Source: an optimization exercise on an open RTL-to-GDS flow (aim: small area and a short achievable clock period). Production flows keep margins and buffers that such runs may drop.
For this run, only the layout was checked, not whether the RTL still works.
Power and IR drop assume default switching activity.

==> flow/design.v <==
module halfAdder ( a ,b ,sum ,carry );
output sum ;
output carry ;
input a ;
input b ;
assign  sum = a ^ b ;  
assign  carry = a & b;
endmodule
module fullAdder (input a ,b ,cin ,
output sum ,carry );
assign  sum = a ^ b ^ cin;  
assign  carry = (a&b) | (b&cin) | (cin&a);
endmodule
module adder4( a ,b ,cin, sum ,carry );
output [3:0] sum ;
output carry ;
input [3:0] a ;
input [3:0] b ;
input cin;
wire [2:0]s;
fullAdder u0 (a[0],b[0],1'b0,sum[0],s[0]);
fullAdder u1 (a[1],b[1],s[0],sum[1],s[1]);
fullAdder u2 (a[2],b[2],s[1],sum[2],s[2]);
fullAdder u3 (a[3],b[3],s[2],sum[3],carry);
endmodule
module alpha_adder16(a,b,cin,sum,carry );
output [15:0] sum ;
output carry ;
input [15:0] a ;
input [15:0] b ;
input cin;
wire [2:0]c;
adder4 a0 (a[3:0],b[3:0],0,sum[3:0],c[0]);
adder4 a1 (a[7:4],b[7:4],c[0],sum[7:4],c[1]);
adder4 a2 (a[11:8],b[11:8],c[1],sum[11:8],c[2]);
adder4 a3 (a[15:12],b[15:12],c[2],sum[15:12],carry);
endmodule
`timescale 1ns / 1ps
module reg_in(clk,in,out);
input clk;
input [7:0]in;
output reg [7:0]out;
always@(posedge clk)
begin
	out<=in;
end
endmodule
module PPG(X,Y,p00,p01,p02,p03,p04,p05,p06,p07,p10,p11,p12,p13,p14,p15,p16,p17,p20,p21,p22,p23,p24,p25,
          p26,p27,p30,p31,p32,p33,p34,p35,p36,p37,p40,p41,p42,p43,p44,p45,p46,p47,p50,p51,p52,p53,
          p54,p55,p56,p57,p60,p61,p62,p63,p64,p65,p66,p67,p70,p71,p72,p73,p74,p75,p76,p77);
      input [7:0] X;
      input [7:0] Y;
		output p00,p01,p02,p03,p04,p05,p06,p07,p10,p11,p12,p13,p14,p15,p16,p17,p20,p21,p22,p23,p24,p25,
           p26,p27,p30,p31,p32,p33,p34,p35,p36,p37,p40,p41,p42,p43,p44,p45,p46,p47,p50,p51,p52,p53,
           p54,p55,p56,p57,p60,p61,p62,p63,p64,p65,p66,p67,p70,p71,p72,p73,p74,p75,p76,p77;
	 assign     p10 = X[1] & Y[0];
    assign     p20 = X[2] & Y[0];
    assign     p30 = X[3] & Y[0];
    assign     p40 = X[4] & Y[0];
    assign     p50 = X[5] & Y[0];
    assign     p60 = X[6] & Y[0];
    assign     p70 = X[7] & Y[0];
    assign     p01 = X[0] & Y[1];
    assign     p11 = X[1] & Y[1];
    assign     p21 = X[2] & Y[1];
    assign     p31 = X[3] & Y[1];
    assign     p41 = X[4] & Y[1];
    assign     p51 = X[5] & Y[1];
    assign     p61 = X[6] & Y[1];
    assign     p71 = X[7] & Y[1];
    assign     p00 = X[0] & Y[0];
    assign     p02 = X[0] & Y[2];
    assign     p12 = X[1] & Y[2];
    assign     p22 = X[2] & Y[2];
    assign     p32 = X[3] & Y[2];
    assign     p42 = X[4] & Y[2];
    assign     p52 = X[5] & Y[2];
    assign     p62 = X[6] & Y[2];
    assign     p72 = X[7] & Y[2];
    assign     p03 = X[0] & Y[3];
    assign     p13 = X[1] & Y[3];
    assign     p23 = X[2] & Y[3];
    assign     p33 = X[3] & Y[3];
    assign     p43 = X[4] & Y[3];
    assign     p53 = X[5] & Y[3];
    assign     p63 = X[6] & Y[3];
    assign     p73 = X[7] & Y[3];
    assign     p04 = X[0] & Y[4];
    assign     p14 = X[1] & Y[4];
    assign     p24 = X[2] & Y[4];
    assign     p34 = X[3] & Y[4];
    assign     p44 = X[4] & Y[4];
    assign     p54 = X[5] & Y[4];
    assign     p64 = X[6] & Y[4];
    assign     p74 = X[7] & Y[4];
    assign     p05 = X[0] & Y[5];
    assign     p15 = X[1] & Y[5];
    assign     p25 = X[2] & Y[5];
    assign     p35 = X[3] & Y[5];
    assign     p45 = X[4] & Y[5];
    assign     p55 = X[5] & Y[5];
    assign     p65 = X[6] & Y[5];
    assign     p75 = X[7] & Y[5];
    assign     p06 = X[0] & Y[6];
    assign     p16 = X[1] & Y[6];
    assign     p26 = X[2] & Y[6];
    assign     p36 = X[3] & Y[6];
    assign     p46 = X[4] & Y[6];
    assign     p56 = X[5] & Y[6];
    assign     p66 = X[6] & Y[6];
    assign     p76 = X[7] & Y[6];
    assign     p07 = X[0] & Y[7];
    assign     p17 = X[1] & Y[7];
    assign     p27 = X[2] & Y[7];
    assign     p37 = X[3] & Y[7];
    assign     p47 = X[4] & Y[7];
    assign     p57 = X[5] & Y[7];
    assign     p67 = X[6] & Y[7];
    assign     p77 = X[7] & Y[7];
endmodule
module PPR(p00,p01,p02,p03,p04,p05,p06,p07,p10,p11,p12,p13,p14,p15,p16,p17,p20,p21,p22,p23,p24,p25,
          p26,p27,p30,p31,p32,p33,p34,p35,p36,p37,p40,p41,p42,p43,p44,p45,p46,p47,p50,p51,p52,p53,
          p54,p55,p56,p57,p60,p61,p62,p63,p64,p65,p66,p67,p70,p71,p72,p73,p74,p75,p76,p77,row1,row2);
input     p00,p01,p02,p03,p04,p05,p06,p07,p10,p11,p12,p13,p14,p15,p16,p17,p20,p21,p22,p23,p24,p25,
          p26,p27,p30,p31,p32,p33,p34,p35,p36,p37,p40,p41,p42,p43,p44,p45,p46,p47,p50,p51,p52,p53,
          p54,p55,p56,p57,p60,p61,p62,p63,p64,p65,p66,p67,p70,p71,p72,p73,p74,p75,p76,p77;
	 output [15:0] row1;
    output [15:0] row2;	 
     wire  [42:1] s;
     wire  [42:1] c;
 	  halfAdder  h1(p60,p51,s[1],c[1]);
     fullAdder  h2(p70,p61,p52,s[2],c[2]);
     halfAdder  h3(p43,p34,s[3],c[3]);
     fullAdder  h4(p62,p53,p44,s[4],c[4]);
     halfAdder  h5(p26,p35,s[5],c[5]);
     fullAdder  h6(p36,p45,p54,s[6],c[6]);
    halfAdder  h7(p31,p40,s[7],c[7]);
    halfAdder  h8(p14,p23,s[8],c[8]);
    fullAdder  h9(p32,p50,p41,s[9],c[9]);
    fullAdder  h10(p06,p15,p24,s[10],c[10]);
    fullAdder  h11(p33,p42,s[1],s[11],c[11]);
    fullAdder  h12(p07,p16,p25,s[12],c[12]);    
    fullAdder  h13(s[2],s[3],c[1],s[13],c[13]);
    fullAdder  h14(p71,p17,s[5],s[14],c[14]);
    fullAdder  h15(c[2],s[4],c[3],s[15],c[15]);
    fullAdder  h16(p63,p27,p72 ,s[16],c[16]);
    fullAdder  h17(s[6],c[4], c[5],s[17],c[17]);
    fullAdder  h18(p55,p64,p73,s[18],c[18]);
    fullAdder  h19(p37,p46,c[6],s[19],c[19]);
    fullAdder  h20(p56,p65,p74,s[20],c[20]);
    halfAdder  h21(p21,p30,s[21],c[21]);
    fullAdder  h22(p13,p22,s[7],s[22],c[22]);
    fullAdder  h23(s[8],s[9],c[7],s[23],c[23]);
    fullAdder  h24(s[11],c[8],c[9],s[24],c[24]);
    fullAdder  h25(s[13],c[10],c[11],s[25],c[25]);
    fullAdder  h26(s[15],c[12],c[13],s[26],c[26]);
    fullAdder  h27(s[17],c[14],c[15],s[27],c[27]);
    fullAdder  h28(s[19],c[16],c[17],s[28],c[28]);
    fullAdder  h29(c[18],c[19],p47,s[29],c[29]);
    fullAdder  h30(p66,p75,c[20],s[30],c[30]);
    halfAdder  h31(p11,p20,s[31],c[31]);
    fullAdder  h32(p03,p12,s[21],s[32],c[32]);
    fullAdder  h33(p04,c[21],s[22],s[33],c[33]);
    fullAdder  h34(p05,s[23],c[22],s[34],c[34]);
    fullAdder  h35(s[10],s[24],c[23],s[35],c[35]);
    fullAdder  h36(s[12],s[25],c[24],s[36],c[36]);
    fullAdder  h37(s[14],s[26],c[25],s[37],c[37]);
    fullAdder  h38(s[16],s[27],c[26],s[38],c[38]);
    fullAdder  h40(s[18],s[28],c[27],s[39],c[39]);
    fullAdder  h41(s[20],s[29],c[28],s[40],c[40]);
    fullAdder  h42(p57,s[30],c[29],s[41],c[41]);
    fullAdder  h43(p67,p76,c[30],s[42],c[42]);
    assign row1[0] = p00;
    assign row1[1] = p01;
    assign row1[2] = p02;
    assign row1[3] = s[32];
    assign row1[4] = s[33];
    assign row1[5] = s[34];
    assign row1[6] = s[35];
    assign row1[7] = s[36];
    assign row1[8] = s[37];
    assign row1[9] = s[38];
    assign row1[10]= s[39];
    assign row1[11]= s[40];
    assign row1[12]= s[41];
    assign row1[13]= s[42];
    assign row1[14]= p77;
    assign row1[15]= 0;
    assign row2[0] = 0;
    assign row2[1] = p10;
    assign row2[2] = s[31];
    assign row2[3] = c[31];
    assign row2[4] = c[32];
    assign row2[5] = c[33];
    assign row2[6] = c[34];
    assign row2[7] = c[35];
    assign row2[8] = c[36];
    assign row2[9] = c[37];
    assign row2[10]= c[38];
    assign row2[11]= c[39];
    assign row2[12]= c[40];
    assign row2[13]= c[41];
    assign row2[14]= c[42];
    assign row2[15]= 0;
endmodule
`timescale 1ns / 1ps
module MAC(clk, reset, X, Y, reg_Pro);
  input clk, reset;
  input [7:0] X;
  input [7:0] Y;
  output reg [15:0] reg_Pro;
  wire p00_d = X[0] & Y[0];
  wire p01_d = X[0] & Y[1];
  wire p02_d = X[0] & Y[2];
  wire p03_d = X[0] & Y[3];
  wire p04_d = X[0] & Y[4];
  wire p05_d = X[0] & Y[5];
  wire p06_d = X[0] & Y[6];
  wire p07_d = X[0] & Y[7];
  wire p10_d = X[1] & Y[0];
  wire p11_d = X[1] & Y[1];
  wire p12_d = X[1] & Y[2];
  wire p13_d = X[1] & Y[3];
  wire p14_d = X[1] & Y[4];
  wire p15_d = X[1] & Y[5];
  wire p16_d = X[1] & Y[6];
  wire p17_d = X[1] & Y[7];
  wire p20_d = X[2] & Y[0];
  wire p21_d = X[2] & Y[1];
  wire p22_d = X[2] & Y[2];
  wire p23_d = X[2] & Y[3];
  wire p24_d = X[2] & Y[4];
  wire p25_d = X[2] & Y[5];
  wire p26_d = X[2] & Y[6];
  wire p27_d = X[2] & Y[7];
  wire p30_d = X[3] & Y[0];
  wire p31_d = X[3] & Y[1];
  wire p32_d = X[3] & Y[2];
  wire p33_d = X[3] & Y[3];
  wire p34_d = X[3] & Y[4];
  wire p35_d = X[3] & Y[5];
  wire p36_d = X[3] & Y[6];
  wire p37_d = X[3] & Y[7];
  wire p40_d = X[4] & Y[0];
  wire p41_d = X[4] & Y[1];
  wire p42_d = X[4] & Y[2];
  wire p43_d = X[4] & Y[3];
  wire p44_d = X[4] & Y[4];
  wire p45_d = X[4] & Y[5];
  wire p46_d = X[4] & Y[6];
  wire p47_d = X[4] & Y[7];
  wire p50_d = X[5] & Y[0];
  wire p51_d = X[5] & Y[1];
  wire p52_d = X[5] & Y[2];
  wire p53_d = X[5] & Y[3];
  wire p54_d = X[5] & Y[4];
  wire p55_d = X[5] & Y[5];
  wire p56_d = X[5] & Y[6];
  wire p57_d = X[5] & Y[7];
  wire p60_d = X[6] & Y[0];
  wire p61_d = X[6] & Y[1];
  wire p62_d = X[6] & Y[2];
  wire p63_d = X[6] & Y[3];
  wire p64_d = X[6] & Y[4];
  wire p65_d = X[6] & Y[5];
  wire p66_d = X[6] & Y[6];
  wire p67_d = X[6] & Y[7];
  wire p70_d = X[7] & Y[0];
  wire p71_d = X[7] & Y[1];
  wire p72_d = X[7] & Y[2];
  wire p73_d = X[7] & Y[3];
  wire p74_d = X[7] & Y[4];
  wire p75_d = X[7] & Y[5];
  wire p76_d = X[7] & Y[6];
  wire p77_d = X[7] & Y[7];
  wire s1_d, c1_d;
  halfAdder u_s1_d(p60_d, p51_d, s1_d, c1_d);
  wire s2_d, c2_d;
  fullAdder u_s2_d(p70_d, p61_d, p52_d, s2_d, c2_d);
  wire s3_d, c3_d;
  halfAdder u_s3_d(p43_d, p34_d, s3_d, c3_d);
  wire s4_d, c4_d;
  fullAdder u_s4_d(p62_d, p53_d, p44_d, s4_d, c4_d);
  wire s5_d, c5_d;
  halfAdder u_s5_d(p26_d, p35_d, s5_d, c5_d);
  wire s6_d, c6_d;
  fullAdder u_s6_d(p36_d, p45_d, p54_d, s6_d, c6_d);
  wire s7_d, c7_d;
  halfAdder u_s7_d(p31_d, p40_d, s7_d, c7_d);
  wire s8_d, c8_d;
  halfAdder u_s8_d(p14_d, p23_d, s8_d, c8_d);
  wire s9_d, c9_d;
  fullAdder u_s9_d(p32_d, p50_d, p41_d, s9_d, c9_d);
  wire s10_d, c10_d;
  fullAdder u_s10_d(p06_d, p15_d, p24_d, s10_d, c10_d);
  wire s11_d, c11_d;
  fullAdder u_s11_d(p33_d, p42_d, s1_d, s11_d, c11_d);
  wire s12_d, c12_d;
  fullAdder u_s12_d(p07_d, p16_d, p25_d, s12_d, c12_d);
  wire s13_d, c13_d;
  fullAdder u_s13_d(s2_d, s3_d, c1_d, s13_d, c13_d);
  wire s14_d, c14_d;
  fullAdder u_s14_d(p71_d, p17_d, s5_d, s14_d, c14_d);
  wire s15_d, c15_d;
  fullAdder u_s15_d(c2_d, s4_d, c3_d, s15_d, c15_d);
  wire s16_d, c16_d;
  fullAdder u_s16_d(p63_d, p27_d, p72_d, s16_d, c16_d);
  wire s17_d, c17_d;
  fullAdder u_s17_d(s6_d, c4_d, c5_d, s17_d, c17_d);
  wire s18_d, c18_d;
  fullAdder u_s18_d(p55_d, p64_d, p73_d, s18_d, c18_d);
  wire s19_d, c19_d;
  fullAdder u_s19_d(p37_d, p46_d, c6_d, s19_d, c19_d);
  wire s20_d, c20_d;
  fullAdder u_s20_d(p56_d, p65_d, p74_d, s20_d, c20_d);
  wire s21_d, c21_d;
  halfAdder u_s21_d(p21_d, p30_d, s21_d, c21_d);
  wire s22_d, c22_d;
  fullAdder u_s22_d(p13_d, p22_d, s7_d, s22_d, c22_d);
  wire s23_d, c23_d;
  fullAdder u_s23_d(s8_d, s9_d, c7_d, s23_d, c23_d);
  wire s24_d, c24_d;
  fullAdder u_s24_d(s11_d, c8_d, c9_d, s24_d, c24_d);
  wire s25_d, c25_d;
  fullAdder u_s25_d(s13_d, c10_d, c11_d, s25_d, c25_d);
  wire s26_d, c26_d;
  fullAdder u_s26_d(s15_d, c12_d, c13_d, s26_d, c26_d);
  wire s27_d, c27_d;
  fullAdder u_s27_d(s17_d, c14_d, c15_d, s27_d, c27_d);
  wire s28_d, c28_d;
  fullAdder u_s28_d(s19_d, c16_d, c17_d, s28_d, c28_d);
  wire s29_d, c29_d;
  fullAdder u_s29_d(c18_d, c19_d, p47_d, s29_d, c29_d);
  wire s30_d, c30_d;
  fullAdder u_s30_d(p66_d, p75_d, c20_d, s30_d, c30_d);
  wire s31_d, c31_d;
  halfAdder u_s31_d(p11_d, p20_d, s31_d, c31_d);
  wire s32_d, c32_d;
  fullAdder u_s32_d(p03_d, p12_d, s21_d, s32_d, c32_d);
  wire s33_d, c33_d;
  fullAdder u_s33_d(p04_d, c21_d, s22_d, s33_d, c33_d);
  wire s34_d, c34_d;
  fullAdder u_s34_d(p05_d, s23_d, c22_d, s34_d, c34_d);
  wire s35_d, c35_d;
  fullAdder u_s35_d(s10_d, s24_d, c23_d, s35_d, c35_d);
  wire s42_d, c42_d;
  fullAdder u_s42_d(p67_d, p76_d, c30_d, s42_d, c42_d);
  wire [3:0] a0_d = {s32_d,p02_d,p01_d,p00_d} + {c31_d,s31_d,p10_d,1'b0};
  reg c32_q, s33_q, c33_q, s34_q, c34_q, s35_q, c24_q, c35_q, s12_q, s25_q, c25_q, s14_q, s26_q, c26_q, s16_q, s27_q, c27_q, s18_q, s28_q, c28_q, s20_q, s29_q, c29_q, p57_q, s30_q, s42_q, c42_q, p77_q;
  reg [3:0] a0_q;
  always @(posedge clk) begin
    c32_q <= c32_d;
    s33_q <= s33_d;
    c33_q <= c33_d;
    s34_q <= s34_d;
    c34_q <= c34_d;
    s35_q <= s35_d;
    c24_q <= c24_d;
    c35_q <= c35_d;
    s12_q <= s12_d;
    s25_q <= s25_d;
    c25_q <= c25_d;
    s14_q <= s14_d;
    s26_q <= s26_d;
    c26_q <= c26_d;
    s16_q <= s16_d;
    s27_q <= s27_d;
    c27_q <= c27_d;
    s18_q <= s18_d;
    s28_q <= s28_d;
    c28_q <= c28_d;
    s20_q <= s20_d;
    s29_q <= s29_d;
    c29_q <= c29_d;
    p57_q <= p57_d;
    s30_q <= s30_d;
    s42_q <= s42_d;
    c42_q <= c42_d;
    p77_q <= p77_d;
    a0_q <= a0_d;
  end
  wire c32 = c32_q;
  wire s33 = s33_q;
  wire c33 = c33_q;
  wire s34 = s34_q;
  wire c34 = c34_q;
  wire s35 = s35_q;
  wire c24 = c24_q;
  wire c35 = c35_q;
  wire s12 = s12_q;
  wire s25 = s25_q;
  wire c25 = c25_q;
  wire s14 = s14_q;
  wire s26 = s26_q;
  wire c26 = c26_q;
  wire s16 = s16_q;
  wire s27 = s27_q;
  wire c27 = c27_q;
  wire s18 = s18_q;
  wire s28 = s28_q;
  wire c28 = c28_q;
  wire s20 = s20_q;
  wire s29 = s29_q;
  wire c29 = c29_q;
  wire p57 = p57_q;
  wire s30 = s30_q;
  wire s42 = s42_q;
  wire c42 = c42_q;
  wire p77 = p77_q;
  wire s36, c36;
  fullAdder u_s36(s12, s25, c24, s36, c36);
  wire s37, c37;
  fullAdder u_s37(s14, s26, c25, s37, c37);
  wire s38, c38;
  fullAdder u_s38(s16, s27, c26, s38, c38);
  wire s39, c39;
  fullAdder u_s39(s18, s28, c27, s39, c39);
  wire s40, c40;
  fullAdder u_s40(s20, s29, c28, s40, c40);
  wire s41, c41;
  fullAdder u_s41(p57, s30, c29, s41, c41);
  wire [15:4] row1 = {1'b0,p77,s42,s41,s40,s39,s38,s37,s36,s35,s34,s33};
  wire [15:4] row2 = {1'b0,c42,c41,c40,c39,c38,c37,c36,c35,c34,c33,c32};
  wire [15:4] cs_s, cs_c;
  fullAdder u_cs4(reg_Pro[4], row1[4], row2[4], cs_s[4], cs_c[4]);
  fullAdder u_cs5(reg_Pro[5], row1[5], row2[5], cs_s[5], cs_c[5]);
  fullAdder u_cs6(reg_Pro[6], row1[6], row2[6], cs_s[6], cs_c[6]);
  fullAdder u_cs7(reg_Pro[7], row1[7], row2[7], cs_s[7], cs_c[7]);
  fullAdder u_cs8(reg_Pro[8], row1[8], row2[8], cs_s[8], cs_c[8]);
  fullAdder u_cs9(reg_Pro[9], row1[9], row2[9], cs_s[9], cs_c[9]);
  fullAdder u_cs10(reg_Pro[10], row1[10], row2[10], cs_s[10], cs_c[10]);
  fullAdder u_cs11(reg_Pro[11], row1[11], row2[11], cs_s[11], cs_c[11]);
  fullAdder u_cs12(reg_Pro[12], row1[12], row2[12], cs_s[12], cs_c[12]);
  fullAdder u_cs13(reg_Pro[13], row1[13], row2[13], cs_s[13], cs_c[13]);
  fullAdder u_cs14(reg_Pro[14], row1[14], row2[14], cs_s[14], cs_c[14]);
  assign cs_s[15] = reg_Pro[15];
  assign cs_c[15] = 1'b0;
  wire [15:0] opa = {cs_s[15:4], reg_Pro[3:0]};
  wire [15:0] opb = {cs_c[14:12], 1'b0, cs_c[10:8], 1'b0, cs_c[6:4], 1'b0, a0_q};
  wire [15:0] g = opa & opb;
  wire [15:0] p = opa ^ opb;
  wire [3:0] dg1 = row1[7:4] & row2[7:4];
  wire [3:0] dp1 = row1[7:4] | row2[7:4];
  wire d1 = dg1[3] | (dp1[3] & dg1[2]) | (dp1[3] & dp1[2] & dg1[1]) | (dp1[3] & dp1[2] & dp1[1] & dg1[0]);
  wire [3:0] dg2 = row1[11:8] & row2[11:8];
  wire [3:0] dp2 = row1[11:8] | row2[11:8];
  wire d2 = dg2[3] | (dp2[3] & dg2[2]) | (dp2[3] & dp2[2] & dg2[1]) | (dp2[3] & dp2[2] & dp2[1] & dg2[0]);
  wire [3:0] dg3 = row1[15:12] & row2[15:12];
  wire [3:0] dp3 = row1[15:12] | row2[15:12];
  wire d3 = dg3[3] | (dp3[3] & dg3[2]) | (dp3[3] & dp3[2] & dg3[1]) | (dp3[3] & dp3[2] & dp3[1] & dg3[0]);
  wire G0_1 = g[1] | (p[1] & g[0]);
  wire P0_1 = p[1] & p[0];
  wire G0_2 = g[2] | (p[2] & G0_1);
  wire P0_2 = p[2] & P0_1;
  wire G0_3 = g[3] | (p[3] & g[2]) | (p[3] & p[2] & G0_1);
  wire P0_3 = p[3] & p[2] & P0_1;
  wire G1_1 = g[5] | (p[5] & g[4]);
  wire P1_1 = p[5] & p[4];
  wire G1_2 = g[6] | (p[6] & G1_1);
  wire P1_2 = p[6] & P1_1;
  wire G1_3 = g[7] | (p[7] & g[6]) | (p[7] & p[6] & G1_1);
  wire P1_3 = p[7] & p[6] & P1_1;
  wire G2_1 = g[9] | (p[9] & g[8]);
  wire P2_1 = p[9] & p[8];
  wire G2_2 = g[10] | (p[10] & G2_1);
  wire P2_2 = p[10] & P2_1;
  wire G2_3 = g[11] | (p[11] & g[10]) | (p[11] & p[10] & G2_1);
  wire P2_3 = p[11] & p[10] & P2_1;
  wire G3_1 = g[13] | (p[13] & g[12]);
  wire P3_1 = p[13] & p[12];
  wire G3_2 = g[14] | (p[14] & G3_1);
  wire P3_2 = p[14] & P3_1;
  wire G3_3 = g[15] | (p[15] & g[14]) | (p[15] & p[14] & G3_1);
  wire P3_3 = p[15] & p[14] & P3_1;
  wire k1 = cs_c[7] | ~d1;
  wire Gm1 = (cs_c[7] & ~d1) | (k1 & G1_3);
  wire Pm1 = k1 & P1_3;
  wire k2 = cs_c[11] | ~d2;
  wire Gm2 = (cs_c[11] & ~d2) | (k2 & G2_3);
  wire Pm2 = k2 & P2_3;
  wire k3 = cs_c[15] | ~d3;
  wire Gm3 = (cs_c[15] & ~d3) | (k3 & G3_3);
  wire Pm3 = k3 & P3_3;
  wire ci1 = G0_3;
  wire ci2 = Gm1 | (Pm1 & G0_3);
  wire ci3 = Gm2 | (Pm2 & Gm1) | (Pm2 & Pm1 & G0_3);
  wire [15:0] cy;
  assign cy[0] = 1'b0;
  assign cy[1] = g[0] | (p[0] & 1'b0);
  assign cy[2] = G0_1 | (P0_1 & 1'b0);
  assign cy[3] = G0_2 | (P0_2 & 1'b0);
  assign cy[4] = ci1;
  assign cy[5] = g[4] | (p[4] & ci1);
  assign cy[6] = G1_1 | (P1_1 & ci1);
  assign cy[7] = G1_2 | (P1_2 & ci1);
  assign cy[8] = ci2;
  assign cy[9] = g[8] | (p[8] & ci2);
  assign cy[10] = G2_1 | (P2_1 & ci2);
  assign cy[11] = G2_2 | (P2_2 & ci2);
  assign cy[12] = ci3;
  assign cy[13] = g[12] | (p[12] & ci3);
  assign cy[14] = G3_1 | (P3_1 & ci3);
  assign cy[15] = G3_2 | (P3_2 & ci3);
  wire [15:0] nxt = p ^ cy;
  always @(posedge clk) begin
    reg_Pro <= nxt & {16{~reset}};
  end
endmodule
==> flow/run.sh <==
#!/bin/bash
# synth_recipe.tcl (not shown) runs the flow's synth.tcl, then flattens the netlist and writes it again
# the make line also repeats each setting of config.mk as NAME=value (left out here)
make -C /OpenROAD-flow-scripts/flow DESIGN_CONFIG=/design/flow/config.mk WORK_HOME=/design/flow/orfs CLKGATE_MAP_FILE= SYNTH_SCRIPT=/design/flow/synth_recipe.tcl finish
==> flow/config.mk <==
export PLATFORM = sky130hd
export DESIGN_NAME = MAC
export DESIGN_NICKNAME = MAC
export VERILOG_FILES = /design/flow/design.v
export SDC_FILE = /design/flow/constraint.sdc
export NUM_CORES = 4
export LEC_CHECK = 0
export CAP_MARGIN = 20
export CORE_MARGIN = 2
export CORE_UTILIZATION = 40
export SETUP_SLACK_MARGIN = 2.5
export SLEW_MARGIN = 20
export SYNTH_HIERARCHICAL = 1
export SYNTH_MINIMUM_KEEP_SIZE = 0
==> flow/constraint.sdc <==
create_clock -name core_clock -period 5.5 [get_ports {clk}]
set_input_delay 1.1000 -clock core_clock [delete_from_list [all_inputs] [get_ports {clk}]]
set_output_delay 1.1000 -clock core_clock [all_outputs]
set_load 0.01 [all_outputs]
==> results.txt <==
==> worst max-delay path, stage by stage, from the launching register on <==
cell                      delay [ps]
sky130_fd_sc_hd__dfxtp_2         330
sky130_fd_sc_hd__fa_2            590
sky130_fd_sc_hd__fa_1            400
sky130_fd_sc_hd__ha_2            200
sky130_fd_sc_hd__or3_4           340
sky130_fd_sc_hd__o22ai_4         160
sky130_fd_sc_hd__maj3_4          210
sky130_fd_sc_hd__o21ai_2          50
sky130_fd_sc_hd__maj3_2          330
sky130_fd_sc_hd__ha_4            170
sky130_fd_sc_hd__xnor2_2         110
sky130_fd_sc_hd__nor2_1           50
==> stage by stage <==
step / instance area, µm² / hold WS (ps) / power, mW
6_report: 3840 / 554 / 1.94
5_1_grt: 3840 / 580 / 2.14
4_1_cts: 3820 / 565 / 1.87
3_5_place_dp: 3700 / 542 / 1.59
3_3_place_gp: 3700 / 538 / 1.57
2_1_floorplan: 3250 / 524 / 1.31
==> per-module statistics from Yosys, one instance, submodules excluded <==
module	area (µm²)	times used
MAC	2220	1
halfAdder	12.5	7
fullAdder	20.0	46
==> kinds of logic after synthesis <==
| family | count (synthesis) | synth area share (%) |
|---|---|---|
| multiplexers | 1 | 0.348 |
| buffers and inverters | 15 | 1.86 |
| adder cells (fa/ha/maj) | 73 | 39.6 |
| AND/OR/NAND/NOR | 111 | 19.8 |
| flip-flops | 48 | 29.7 |
| XOR/XNOR | 9 | 2.44 |
| AO/OA/AOI/OAI | 28 | 6.23 |
==> final cells by class <==
type / instances / area share [%]
flip-flops and latches: 48 / 25.0
clock inverters: 2 / 0.456
inverters: 12 / 1.17
well taps: 102 / 3.32
multi-input cells: 222 / 59.3
clock buffers: 6 / 2.15
repair buffers: 37 / 8.53
==> metal layers <==
metal	vias to the layer above	track usage [%]	part of all wire (%)	wire [µm]
li1	1021	-	-	-
met1	986	21.4	53	3010
met2	42	22.6	43	2430
met3	4	2.17	3.4	196
met4	0	5.43	1.4	80
met5	-	0	0	0
==> how the worst max path moves through the flow <==
stage | start | end | slack (ps)
final | c24_q | reg_Pro[13] | 2410
after global routing | c24_q | reg_Pro[13] | 2280
after CTS | s12_q | reg_Pro[12] | 2380
after detailed placement | X[5] | s35_q | 1880
after global placement | Y[0] | s35_q | 1930
after floorplan | c24_q | reg_Pro[12] | 2480
==> what timing repair did <==
| action | in CTS | in global routing |
|---|---|---|
| endpoints found under the setup margin | 15 | 12 |
| pin swaps | 3 | 8 |
| gates resized for setup | 14 | 21 |
| setup buffers | 3 | 1 |
==> cell usage in the layout (no fill, tap or decap), types with 2 or more instances in the layout <==
cell                              count
sky130_fd_sc_hd__and2_1              63
sky130_fd_sc_hd__inv_6                2
sky130_fd_sc_hd__fa_1                48
sky130_fd_sc_hd__a211oi_1             2
sky130_fd_sc_hd__nand2b_1             4
sky130_fd_sc_hd__a21oi_1              5
sky130_fd_sc_hd__o2111ai_1            4
sky130_fd_sc_hd__and3_1               2
sky130_fd_sc_hd__nor2_1              14
sky130_fd_sc_hd__a21oi_2              2
sky130_fd_sc_hd__inv_1               11
sky130_fd_sc_hd__a21o_1               2
sky130_fd_sc_hd__dfxtp_1             47
sky130_fd_sc_hd__nor2b_1              6
sky130_fd_sc_hd__clkbuf_2             6
sky130_fd_sc_hd__and4_1               2
sky130_fd_sc_hd__a31oi_1              2
sky130_fd_sc_hd__xnor2_1              5
sky130_fd_sc_hd__dlygate4sd2_1        6
sky130_fd_sc_hd__clkbuf_8             6
sky130_fd_sc_hd__ha_4                 2
sky130_fd_sc_hd__buf_4                4
sky130_fd_sc_hd__clkdlybuf4s50_1     19
sky130_fd_sc_hd__ha_1                19
sky130_fd_sc_hd__dlymetal6s2s_1       2
sky130_fd_sc_hd__xor2_1               3
sky130_fd_sc_hd__nand2_1              8
sky130_fd_sc_hd__nand3_1              5
==> power groups by stage <==
stage          Combinational [mW]  Clock (mW)  Sequential [mW]
2_1_floorplan               0.780           0            0.534
3_3_place_gp                 1.04           0            0.528
3_5_place_dp                 1.06           0            0.528
4_1_cts                      1.11       0.242            0.520
5_1_grt                      1.35       0.256            0.533
6_report                     1.19       0.233            0.518
==> flow_summary_export.csv <==
group,metric,value,unit
synthesis,synth_area,0.00323,mm²
sta,layout_worst_path_cycle_share,56.2,%
synthesis,synth.top_cell.area_share,30.4,%
sta,maxSlewViolCount,0,
synthesis,syn_nets,374,
route,route.detailed.drc,0,
floorplanning,fp.dieArea,0.00881,mm²
synthesis,synthFlopType,"sky130_fd_sc_hd__dfxtp_1",
placement,routabilityCongestion,0.799,
cts,clock_latency,310,ps
route,vias,2053,
cells_and_area,post_layout_utilization_of_the_core,49.5,%
floorplanning,dieHeight,93.9,µm
cts,clk_transition_reported_paths,90,ps
route,drt_wl_total,5720,µm
synthesis,synth_common_cells,"64 x sky130_fd_sc_hd__and2_1, 49 x sky130_fd_sc_hd__fa_1, 48 x sky130_fd_sc_hd__dfxtp_1",
placement,place_ws,1880,ps
power,power_density,504,mW/mm²
setup_path,critPathRequiredTime,5670,ps
cts,cts_made_buffers,5,
cts,cts_tree,"done",
synthesis,async_reset_ff_share,0,%
sta,number_of_failing_setup_endpoints_in_the_final_timing_report,0,
synthesis,post_synth_num_cell_types,42,
synthesis,ys_top_cells_by_area,"sky130_fd_sc_hd__fa_1 30%, sky130_fd_sc_hd__dfxtp_1 30%, sky130_fd_sc_hd__and2_1 12%, sky130_fd_sc_hd__ha_1 8.5%, sky130_fd_sc_hd__nor2_1 1.6%",
global_routing,grt_remaining_overflow,0,
cts,clock_tree_buf_depth,2,
sta,finClkSkew,5.91,ps
route,wl_per_cell,13.3,µm
flow_run,max_cap_viol_count,0,
sta,maxClockFrequency,0.323,GHz
power,sequentialPowerShare,26.7,%
power,share_comb_of_total_power,61.2,%
global_routing,grt_antenna_before_repair,0,
placement,dp.cells,417,
power,leakagePower,1.68,nW
route,antenna_left,0,
route,drt_iter0_drc,44,
synthesis,postSynthRegisterBits,48,
route,first_pass_detailed_route_iteration_total,4,
setup_path,capturing_element_type_of_the_critical_path,"flop",
setup_path,worstRegToRegCells,11,
power,switchingPower,0.769,mW
worst_hold_path,hold_depth,2,
cells_and_area,layout-drive-gt1-share,11.0,%
cts,clock_tree.htree_level_count,2,
cts,clock_tree.root_cell,"sky130_fd_sc_hd__clkbuf_8",
cells_and_area,largest_register_ff_count,16,
global_routing,global_route_wire_length_before_repair,10100,µm
run_status,status,"complete, no violations",
synthesis,avgSynthCellArea,11.3,µm²
synthesis,synthDominantAreaCellType,"sky130_fd_sc_hd__fa_1",
cells_and_area,nFillCells,710,
global_routing,grt_start_max_net_pins,20,
setup_path,worstReg2RegEnd,"reg_Pro[13]",
global_routing,grt.total_usage,14.8,%
sta,tns,0,ps
worst_hold_path,hold_start,"a0_q[0]",
cts,holdBufCountCts,0,
cells_and_area,area.sequential,962,µm²
worst_hold_path,hp-class,"flop to flop",
sta,finalHoldViolations,0,
synthesis,synthCells,285,
setup_path,crit_fanout,3,
power,internal_power,1.17,mW
route,routed_via_density,4.79,
synthesis,ys_warn_count,7,
cells_and_area,multi_input_comb_area,0.00228,mm²
floorplanning,io-pin-count,34,
sta,worstMarginPinSlew,691,ps
floorplanning,die_width,93.9,µm
setup_path,critical_path_class,"flop to flop",
sta,max_slew_margin,53.8,%
cells_and_area,antenna_diode_count,0,
cells_and_area,finalNonFillerCells,429,
placement,place.port_buffers,33,
synthesis,synth_enable_flop_cells,0,
setup_path,critPathArrivalTime,3270,ps
placement,dp.final_hpwl,4710,µm
floorplanning,num_rows,32,
cts,clock_sink_count,48,
worst_hold_path,end_point_of_the_most_critical_hold_path,"reg_Pro[0]",
floorplanning,initial_utilization,41.6,%
setup_path,reg2reg_from,"c24_q",
power,relative_contribution_of_the_clock_network_to_total_power,12.0,%
setup_path,regToRegSetupSlack,2410,ps
synthesis,synthMostInstantiatedCell,"sky130_fd_sc_hd__and2_1",
power,vdd_drop_max,0.000205,V
cells_and_area,area.growth.synth_to_final,18.9,%
power,power_switching_share,39.7,%
synthesis,portion_of_the_post_synthesis_area_used_by_sequential_elements,29.7,%
floorplanning,placeableCoreArea,0.00777,mm²
global_routing,vias_in_the_first_global_route,2118,
cells_and_area,biggest_register,"reg_Pro",
cells_and_area,layout_top_registers,"reg_Pro: 16 flops, a0_q: 4 flops",
sta,setup_ws,2410,ps
setup_path,setup.worst_path.start_class,"flop",
cells_and_area,design.final.nets,415,
sta,final_period_minus_worst_setup_slack,3090,ps
sta,rsz0062_at_grt,"true",

## separate check: timing with driven ports
The flow's constraints put no driver on any port. The routed layout listed below was extracted and timed again, unchanged, in two steps.
Step 1, drivers: a clkbuf_16 drives clk and a buf_2 each remaining input, both assumed.
Step 2 also shifts input and output timing later by t, the mid clock arrival at the registers, as if the neighbouring blocks saw the same clock.
a / b / c = ideal / step 1 / step 2; a / b = the first two.
shift t [ns]: 0.334
setup WS [ns]: 2.407 / 2.407 / 2.261
hold WS [ns]: 0.554 / 0.554 / 0.554
After both steps setup and hold are still met in this run. The setup slack of this run moves by 0.000 ns with the drivers and by -0.146 ns with both steps.
